Background: an optimization exercise with open tools, aiming at small area, a short achievable clock period and few clock cycles. Do not read the settings as production practice. Only simulation tests tie the RTL to the original design; equivalence was not proved. Power figures rest on the tool's default switching activity, not on a simulated workload.

pine:
==> flow/design.v (excerpt) <==
module JAM (
input CLK,
input RST,
output reg [2:0] W,
output reg [2:0] J,
input [6:0] Cost,
output reg [3:0] MatchCount,
output reg [9:0] MinCost,
output reg Valid );
Size in the first run: ~2,700 cells after synthesis, about 410 flip-flops, about 30 I/O pins, about 26,000 µm² of cells after synthesis.
clock: 7.0 ns
lec_check: 0
cap_margin: 20
core_margin: 2
core_utilization: 40
setup_slack_margin: 3.0
slew_margin: 20
run.sh (not shown) runs the stock make flow with config.mk's settings and CLKGATE_MAP_FILE= SYNTH_SCRIPT=/design/flow/synth_recipe.tcl, a recipe that flattens the netlist after the stock synthesis.
pine finished every step from synthesis to the final layout, and the layout passed the timing, design-rule and antenna checks.
Testbench counts of pine, summed over its fixed seeds: cycles 4,912.
Modified inputs, oak compared to pine
- SETUP_SLACK_MARGIN now 3.3, was 3.0
==> run notes <==
oak: no failed stages, no open violations at the end. Delta (oak minus pine): global-route track usage on met1 higher, fraction of area in registers decreased 0.97 points, layout overhead on the synthesized area picked up an extra 3.1 points, clock-pin transition on the worst setup and hold timing paths level. In the tables for oak and pine, buffering overhead reads lower with pine. Post-route minimum period delta for oak relative to pine: 0.25 ns lower. Run comparison: pine top routing layer in use met4; oak top routing layer in use met5.


== the previous run ==
Another version of the RTL of JAM (not shown whole).
For scale: ~420 flip-flops, roughly 30 I/O pins, roughly 27000 um^2 of cells after synthesis.
// JAM
module JAM (
input CLK,
input RST,
output reg [2:0] W,
output reg [2:0] J,
input [6:0] Cost,
output reg [3:0] MatchCount,
output reg [9:0] MinCost,
output reg Valid );
export LEC_CHECK = 0
export ABC_CLOCK_PERIOD_IN_PS = 3000
export CAP_MARGIN = 20
export CORE_MARGIN = 2
export CORE_UTILIZATION = 40
export SETUP_SLACK_MARGIN = 4.0
export SLEW_MARGIN = 20
create_clock -name core_clock -period 7.0 [get_ports {CLK}]
Testbench counts of the previous run, summed over its fixed seeds: cycles 5,266.
Input changes introduced in the current run (baseline for comparison: the previous run):
Settings: ABC_CLOCK_PERIOD_IN_PS removed (was 3000); SETUP_SLACK_MARGIN removed (was 4.0).
==> run notes <==
Diff the previous run and the current run: fraction of power consumed by combinational cells lower in the current run
Wire length shrinks by more than 10% when moving from the previous run to the current run.
Taking the current run over the previous run, the maximum number of pins on one net before global-route repair ratio works out to 0.833.
Comparing the previous run and the current run, final layout net count is higher on the previous run.
Looking at portion of total power attributed to the clock network, the current run sits 0.6 points lower than the previous run does.
Comparing the current run against the previous run, there is no change at all in number of non-clock inverters.
From the previous run to the current run the numbers moved as follows: number of well-tap cells placed held, final critical-path share of the clock period went up 22 points.
Compare the previous run and the current run | final worst setup slack higher: the previous run
The largest vdd supply drop number comes out higher for the current run vs the previous run.


== north ==
Another version of the RTL of JAM (not shown whole).
Size in the first run: ~440 flip-flops, about 30 I/O pins, about 27000 um^2 of cells after synthesis.
export LEC_CHECK = 0
export CAP_MARGIN = 20
export CORE_MARGIN = 2
export CORE_UTILIZATION = 40
export SETUP_SLACK_MARGIN = 4.0
export SLEW_MARGIN = 20
create_clock -name core_clock -period 7.0 [get_ports {CLK}]
north finished all stages; the layout is clean.
Testbench counts of north, summed over its fixed seeds: cycles 5,266.
The inputs of south differ from those of north as listed below.
# north
export LEC_CHECK = 0
export CAP_MARGIN = 20
export CORE_MARGIN = 2
export CORE_UTILIZATION = 40
export SETUP_SLACK_MARGIN = 4.0
export SLEW_MARGIN = 20
create_clock -name core_clock -period 7.0 [get_ports {CLK}]
# south
export LEC_CHECK = 0
export CAP_MARGIN = 20
export CORE_MARGIN = 2
export CORE_UTILIZATION = 40
export SETUP_SLACK_MARGIN = 3.3
export SLEW_MARGIN = 20
create_clock -name core_clock -period 7.0 [get_ports {CLK}]
### Flow results
In south the non-clock buffer count turned out 168 lower than in north. Clock power: north vs south — no meaningful difference. Re clock period minus worst slack: south is 0.11 ns up on north.


## trial 88
Another version of the RTL of JAM (not shown whole).
Size in the first run: about 2600 cells after synthesis, roughly 30 I/O pins, about 0.024 mm2 of cells after synthesis.
==> flow/design.v (excerpt) <==
module JAM (
input CLK,
input RST,
output reg [2:0] W,
output reg [2:0] J,
input [6:0] Cost,
output reg [3:0] MatchCount,
output reg [9:0] MinCost,
output reg Valid );
make LEC_CHECK=0 CAP_MARGIN=20 CORE_MARGIN=2 CORE_UTILIZATION=40 SETUP_SLACK_MARGIN=3.3 SLEW_MARGIN=20 finish   # period 7.0 ns
Trial 88 finished every stage and its layout cleared the timing, design-rule and antenna checks.
Testbench counts of trial 88, summed over its fixed seeds: cycles 4,359.
Input-level comparison between trial 27 and trial 88:
-- flow/config.mk --
<<< trial 88, line 10
export CORE_UTILIZATION = 40
export SETUP_SLACK_MARGIN = 3.3
>>> trial 27, line 10
export CORE_UTILIZATION = 40
export CTS_CLUSTER_DIAMETER = 100
export CTS_CLUSTER_SIZE = 20
export SETUP_SLACK_MARGIN = 3.3
## What came out
- Compare trial 27 and trial 88 | final critical-path setup slack lower: trial 88
- Relative to trial 88, the final cell area reported for trial 27 is lower.
- Comparing final non-filler cell total for trial 27 and trial 88, the bigger number came from trial 88.


== the baseline ==
Another version of the RTL of JAM (not shown whole).
For scale: ~2,400 cells after synthesis, roughly 30 I/O pins.
Settings: LEC_CHECK=0, CAP_MARGIN=20, CORE_MARGIN=2, CORE_UTILIZATION=40, CTS_BUF_LIST=sky130_fd_sc_hd__clkbuf_4 sky130_fd_sc_hd__clkbuf_8, SETUP_SLACK_MARGIN=3.3, SLEW_MARGIN=20; clock period 7.0 ns.
Every stage of the flow completed for the baseline, and the final layout passed the timing, design-rule and antenna checks.
Testbench counts of the baseline, summed over its fixed seeds: cycles 4,976.
Setup changes, the baseline to the candidate
--- a/flow/config.mk
+++ b/flow/config.mk
@@ -10,2 +10 @@
-export CORE_UTILIZATION = 40
-export CTS_BUF_LIST = sky130_fd_sc_hd__clkbuf_4 sky130_fd_sc_hd__clkbuf_8
+export CORE_UTILIZATION = 55
==> run notes <==
Of the two values seen for critical path startpoint, keyD[6] was produced by the candidate and cD[2] by the baseline. When the final numbers for the candidate and the baseline were put side by side, the combinational power share turned out to be smaller in the baseline. On length of routed met3 wiring: between the candidate and the baseline, it ends up higher for the candidate. Run comparison: the candidate top layer reached by signal wires met5; the baseline top layer reached by signal wires met4. The candidate reports a higher core utilization than the baseline does.


before:
Another version of the RTL of JAM (not shown whole).
For scale: roughly 24000 um^2 of cells after synthesis.
make LEC_CHECK=0 CAP_MARGIN=20 CORE_MARGIN=2 CORE_UTILIZATION=40 SETUP_SLACK_MARGIN=3.5 SLEW_MARGIN=20 finish   # period 7.0 ns
Testbench counts of before, summed over its fixed seeds: cycles 4,485.
diff inputs: before => after
Settings: changing SETUP_SLACK_MARGIN from 3.5 to 3.3.
==> run notes <==
Relative to before, final wirelength has decreased by about 2% in after.
Diff before..after | number of hold buffers added after cts | unchanged
The fraction of final layout cells with drive strength greater than 1 of after falls short of that of before by 2.3 points.
after vs before — length of routed met2 wiring dropped by a few percent
Against before, design area in after fell slightly.
after: combinational power is about 6% lower than what before reported.
after ended up with keyD[2] as its launch point of the worst path; before ended up with keyD[1].
Going from before to after, global-route usage went down; cell area after synthesis did not really move; final clock period utilization by the worst path went up; power did not really move.


Setup of run a:
JAM, a different RTL version from the one above (not shown whole).
Size: roughly 3300 cells after synthesis, about 350 flip-flops, ~30 I/O pins, ~0.025 sq mm of cells after synthesis.
clock: 7.0 ns
lec_check: 0
abc_area: 1
cap_margin: 20
core_margin: 2
core_utilization: 40
setup_slack_margin: 3.3
slew_margin: 20
Having completed the whole flow, run a delivered a layout that passed the timing, design-rule and antenna checks.
Testbench counts of run a, summed over its fixed seeds: cycles 4,976.
Input changes introduced in run b (baseline for comparison: run a):
Settings: ABC_AREA: 1 -> unset.
==> run notes <==
The total power draw in run b sits 0.74 mW below the value recorded for run a. Start point of the critical path: wayf[0] -> run a, wayf[1] -> run b. Going from run a to run b, the wire length reported by the detailed router was found to have gone down by 13%. On run b: die span in x is 7.2 um lower than what run a gave. Compared to run a, run b has fraction of the core area covered by cells at the end of the flow 0.17 points higher.


The RTL this note starts from:
==> flow/design.v <==
module JAM (
input CLK,
input RST,
output reg [2:0] W,
output reg [2:0] J,
input [6:0] Cost,
output reg [3:0] MatchCount,
output reg [9:0] MinCost,
output reg Valid );
localparam ST_HUNG  = 3'd0;
localparam ST_TIGHT = 3'd1;
localparam ST_RED   = 3'd2;
localparam ST_RYS   = 3'd3;
localparam ST_DONE  = 3'd4;
localparam [7:0] INF = 8'hff;
reg [2:0]  st;
reg [2:0]  row;           
reg        root;          
reg [63:0] nvf;           
reg [63:0] mvf;           
reg [23:0] wayf;          
reg [7:0]  wset;          
reg [23:0] pf;            
reg [7:0]  matched;
reg [7:0]  used;          
reg [7:0]  best;          
reg [2:0]  j1;
reg [7:0]  Kr;            
reg        post, mfr;
reg [2:0]  j1r;           
reg [6:0]  bestr;         
reg        isact;
reg [5:0]  tcnt;          
reg [7:0]  M;             
reg        vA, kA, lA, mA, fA; reg [2:0] cA;
reg        vB, kB, lB, fB; reg [2:0] cB; reg [8:0] YB;
reg        vD, lD;     reg [2:0] cD; reg [7:0] keyD; reg [7:0] mvD;
reg        aact;
reg [2:0]  jj;
reg [7:0]  tmask;
reg [2:0]  trow;
reg        vF, lF, sF;
reg        vQ, lQ, sQ;
reg [2:0]  i0r;           
function [3:0] pc8;
  input [7:0] x;
  pc8 = x[0] + x[1] + x[2] + x[3] + x[4] + x[5] + x[6] + x[7];
endfunction
function [3:0] mul4;
  input [3:0] a, b;
  mul4 = a * b;
endfunction
function any4;
  input [3:0] x;
  any4 = |x;
endfunction
function two4;
  input [3:0] x;
  two4 = (x[0] & x[1]) | (x[2] & x[3]) | ((x[0] | x[1]) & (x[2] | x[3]));
endfunction
function [2:0] ctz8;
  input [7:0] x;
  casez (x)
    8'b???????1: ctz8 = 3'd0;
    8'b??????10: ctz8 = 3'd1;
    8'b?????100: ctz8 = 3'd2;
    8'b????1000: ctz8 = 3'd3;
    8'b???10000: ctz8 = 3'd4;
    8'b??100000: ctz8 = 3'd5;
    8'b?1000000: ctz8 = 3'd6;
    default:     ctz8 = 3'd7;
  endcase
endfunction
function oneh;
  input [7:0] x;
  oneh = (any4(x[3:0]) ^ any4(x[7:4])) & ~two4(x[3:0]) & ~two4(x[7:4]);
endfunction
wire [63:0] T = mvf;
wire [7:0]  S  = wayf[7:0];
wire [7:0]  Rr = wayf[15:8];
wire [7:0]  Rc = wayf[23:16];
wire [31:0] F  = {nvf[59:56], nvf[51:48], nvf[43:40], nvf[35:32],
                  nvf[27:24], nvf[19:16], nvf[11:8],  nvf[3:0]};
wire [7:0]  Q  = {nvf[15:12], nvf[7:4]};
wire        hung  = (st == ST_HUNG);
wire        tight = (st == ST_TIGHT);
wire       lt_km  = keyD < mvD;
wire       lt_kb  = keyD < best;
wire       lt_mb  = mvD < best;
wire       take   = root || lt_km;
wire [7:0] nm     = take ? keyD : mvD;
wire       upd    = vD && hung && !used[cD];
wire       nlt    = upd && (take ? lt_kb : lt_mb);
wire       dec    = vD && lD && hung;
wire [7:0] bestf  = nlt ? nm : best;
wire [2:0] j1f    = nlt ? cD : j1;
wire       mf     = nlt ? matched[cD] : matched[j1];
wire [2:0] pj1f   = nlt ? pf[cD*3 +: 3] : pf[j1*3 +: 3];
wire       dec_cont = dec && mf;
wire       dec_end  = dec && !mf;
wire       nrow7  = (row == 3'd7);
wire [7:0] oh_d   = 8'd1 << cD;
wire       tfirst = (cD == 3'd0) || lt_kb;
wire [7:0] tmask_n = tfirst ? oh_d : ((keyD == best) ? (tmask | oh_d) : tmask);
wire        hiss = hung && isact && !post;
wire [7:0]  Minit = ~used & ~(8'd1 << j1r);
wire        tiss = tight && isact;
reg         issue_now;
reg  [2:0]  icol, irow;
reg         ik, il, im, ifw;
always @(*) begin
  issue_now = 1'b0; icol = 3'd0; irow = row; ik = 1'b0; il = 1'b0; im = 1'b1; ifw = 1'b0;
  if (dec_cont) begin
    issue_now = 1'b1; icol = j1f; irow = pj1f; ik = 1'b1; im = 1'b0;
  end else if (dec_end) begin
    issue_now = 1'b1; icol = 3'd0; irow = nrow7 ? 3'd0 : row + 3'd1;
  end else if (post) begin
    issue_now = 1'b1;
    if (mfr) begin
      icol = ctz8(Minit); irow = i0r; im = 1'b0; ifw = 1'b1; il = oneh(Minit);
    end else begin
      icol = 3'd1; irow = nrow7 ? 3'd0 : row + 3'd1;
    end
  end else if (hiss) begin
    issue_now = 1'b1;
    icol = ctz8(M);
    irow = root ? row : i0r; il = oneh(M); im = root;
  end else if (tiss) begin
    issue_now = 1'b1; icol = tcnt[2:0]; irow = tcnt[5:3]; il = (tcnt == 6'd63);
  end
end
wire [7:0] nvA    = nvf[cA*8 +: 8];
wire       pA     = used[cA];
wire       padd   = mA && pA;
wire       asub   = !mA && !fA;
wire [8:0] Zx     = kA ? ~{2'b0, bestr} : (fA ? 9'd0 : (asub ? ~{Kr[7], Kr} : (pA ? {2'b0, bestr} : 9'd0)));
wire [8:0] Y      = {nvA[7], nvA} + Zx + {8'd0, asub};
wire       nvwe   = vA && (kA || padd);
wire [7:0] KB     = fB ? ~Kr : 8'd0;
wire [9:0] keyB   = {3'd0, Cost} + {YB[8], YB} + {{2{KB[7]}}, KB} + {9'd0, fB};
reg [7:0] fr, csel, mr;
integer r;
always @(*) begin
  fr = 8'd0; csel = 8'd0;
  for (r = 0; r < 8; r = r + 1) begin
    mr = T[r*8 +: 8] & Rc;
    if (Rr[r] && oneh(mr)) begin
      fr[r] = 1'b1;
      csel = csel | mr;
    end
  end
end
wire red_done = (fr == 8'd0);
wire [7:0] S_next = ((S | ~Rc) + 8'd1) & Rc;
reg  [31:0] fac;
always @(*) begin
  for (r = 0; r < 8; r = r + 1)
    fac[r*4 +: 4] = pc8(T[r*8 +: 8] & S) | {3'd0, ~Rr[r]};   
end
wire [3:0] q0 = mul4(mul4(F[3:0],   F[7:4]),   mul4(F[11:8],  F[15:12]));
wire [3:0] q1 = mul4(mul4(F[19:16], F[23:20]), mul4(F[27:24], F[31:28]));
wire [3:0] prod = mul4(Q[3:0], Q[7:4]);
always @(posedge CLK) begin
  if (RST) begin
    st <= ST_HUNG;
    row <= 3'd0; root <= 1'b1;
    nvf <= 64'd0; wset <= 8'd0; matched <= 8'd0; used <= 8'd0;
    best <= INF;
    post <= 1'b0;
    W <= 3'd0; J <= 3'd0;
    vA <= 1'b1; kA <= 1'b0; lA <= 1'b0; cA <= 3'd0; mA <= 1'b1; fA <= 1'b0;
    isact <= 1'b1; M <= 8'hfe;
    vB <= 1'b0; vD <= 1'b0;
    lB <= 1'b0; lD <= 1'b0;
    aact <= 1'b0;
    vF <= 1'b0; vQ <= 1'b0;
    MinCost <= 10'd0; MatchCount <= 4'd0; Valid <= 1'b0;
  end else begin
    vA <= issue_now; kA <= ik; lA <= il; cA <= icol; mA <= im; fA <= ifw;
    if (issue_now) begin
      W <= irow; J <= icol;
    end
    if (hiss) M <= M & (M - 8'd1);         
    if (tiss) tcnt <= tcnt + 6'd1;
    if ((hiss && il) || (tiss && tcnt == 6'd63)) isact <= 1'b0;
    vB <= vA; kB <= kA; lB <= lA; cB <= cA; fB <= fA; YB <= Y;
    if (nvwe) nvf[cA*8 +: 8] <= Y[7:0];
    if (vA && padd) used[cA] <= 1'b0;
    vD <= vB && !kB; lD <= lB; cD <= cB; keyD <= keyB[8] ? 8'hff : keyB[7:0];
    mvD <= mvf[cB*8 +: 8];
    if (vB && kB) Kr <= keyB[7:0];
    if (upd) begin
      if (take) mvf[cD*8 +: 8] <= keyD;
      if (take && !root) begin
        wayf[cD*3 +: 3] <= j1r;
        wset[cD] <= 1'b1;
      end
      if (nlt) begin
        best <= nm; j1 <= cD;
      end
    end
    post <= dec;
    if (dec) begin
      mfr <= mf; j1r <= j1f; bestr <= bestf[6:0]; i0r <= pj1f;
      isact <= 1'b0;
    end
    if (post) begin
      best <= INF;
      if (root) wset <= 8'd0;
      isact <= !(mfr && il);
      if (mfr) begin
        root <= 1'b0; used[j1r] <= 1'b1;
        M <= Minit & (Minit - 8'd1);
      end else begin
        MinCost <= MinCost + {3'd0, bestr};
        root <= 1'b1;
        tcnt <= 6'd2; M <= 8'hfc;
        if (nrow7) begin
          st <= ST_TIGHT; trow <= 3'd0;
        end else begin
          row <= row + 3'd1;
          aact <= 1'b1; jj <= j1r;
        end
      end
    end
    if (aact) begin
      matched[jj] <= 1'b1;
      if (wset[jj]) begin
        pf[jj*3 +: 3] <= pf[wayf[jj*3 +: 3]*3 +: 3];
        jj <= wayf[jj*3 +: 3];
      end else begin
        pf[jj*3 +: 3] <= row - 3'd1;
        aact <= 1'b0;
      end
    end
    if (tight && vD) begin
      if (tfirst) best <= keyD;
      tmask <= tmask_n;
      if (cD == 3'd7) begin
        mvf[trow*8 +: 8] <= tmask_n;
        trow <= trow + 3'd1;
        if (trow == 3'd7) begin
          st <= ST_RED; wayf[23:8] <= 16'hffff;
        end
      end
    end
    if (st == ST_RED) begin
      wayf[15:8]  <= Rr & ~fr;
      wayf[23:16] <= Rc & ~csel;
      if (red_done) begin
        st <= ST_RYS; wayf[7:0] <= 8'd0; MatchCount <= 4'd0;
      end
    end
    vF <= 1'b0;
    if (st == ST_RYS) begin
      vF <= 1'b1; sF <= (^S) ^ (^Rc); lF <= (S_next == 8'd0);
      for (r = 0; r < 8; r = r + 1) nvf[r*8 +: 4] <= fac[r*4 +: 4];
      wayf[7:0] <= S_next;
      if (S_next == 8'd0) st <= ST_DONE;
    end
    vQ <= vF; lQ <= lF; sQ <= sF;
    if (vF) begin
      nvf[7:4] <= q0; nvf[15:12] <= q1;
    end
    if (vQ) begin
      MatchCount <= sQ ? MatchCount - prod : MatchCount + prod;
      if (lQ) Valid <= 1'b1;
    end
  end
end
endmodule
export LEC_CHECK = 0
export CAP_MARGIN = 20
export CORE_MARGIN = 2
export CORE_UTILIZATION = 40
export CTS_CLUSTER_DIAMETER = 100
export CTS_CLUSTER_SIZE = 20
export SETUP_SLACK_MARGIN = 3.3
export SLEW_MARGIN = 20
create_clock -name core_clock -period 7.0 [get_ports {CLK}]
The first run finished with timing, DRC and antenna clean.
Testbench counts at the start, summed over its fixed seeds: cycles 4,485.
Change:
Settings changed: CTS_CLUSTER_DIAMETER 100 to unset, CTS_CLUSTER_SIZE 20 to unset.
=> Final cell count rose by about 0.9%. Maximum frequency went up by about 1.5%. Sequential share of layout area goes down by 0.77 points. Register-to-register slack improved by 0.05 ns. Flip-flop and latch count is unchanged. Total power rises by 18%. Cell area went up by about 2.3%. Sequential power hardly moves.

separate check: timing with driven ports:
In the flow no input, the clock included, has a driving cell. The finished layouts below were timed again as built, in two steps.
Step 1 assumes that a clkbuf_16 drives the clock port and a buf_2 every other input.
Step 2, shift: input delay + t, output delay - t, t = (earliest + latest rising clock arrival at the registers) / 2. This alone moves slack from input paths to output paths.
a / b / c = ideal ports / drivers / drivers and shift; a / b = the first two.
run	t, ns	setup WS [ns]	slew at the worst register clock pin (ns)
pine	0.659	3.074 / 3.074 / 3.074	0.07 / 0.07
oak	0.645	3.326 / 3.326 / 3.085	0.07 / 0.07
the previous run	0.661	3.101 / 3.101 / 3.101	0.07 / 0.07
the current run	0.653	1.595 / 1.595 / 1.595	0.07 / 0.07
north	0.665	3.452 / 3.452 / 3.452	0.07 / 0.07
south	0.669	3.344 / 3.344 / 3.344	0.07 / 0.07
trial 88	0.643	3.222 / 3.222 / 2.783	0.07 / 0.07
trial 27	0.627	3.244 / 3.244 / 2.800	0.10 / 0.10
the baseline	0.740	3.296 / 3.296 / 3.184	0.07 / 0.07
the candidate	0.622	3.160 / 3.160 / 3.041	0.07 / 0.07
before	0.650	3.280 / 3.280 / 2.905	0.08 / 0.08
after	0.638	3.263 / 3.263 / 2.800	0.06 / 0.06
run a	0.652	3.284 / 3.284 / 3.043	0.06 / 0.06
run b	0.633	3.295 / 3.295 / 2.851	0.07 / 0.07
the first run of note 8	0.608	3.223 / 3.223 / 2.684	0.10 / 0.10
the second run of note 8	0.642	3.277 / 3.277 / 2.697	0.07 / 0.07
After both steps setup and hold are still met in every run listed. For the second run of note 8, which loses most, drivers alone change the setup slack by 0.000 ns; drivers and shift together by -0.580 ns.
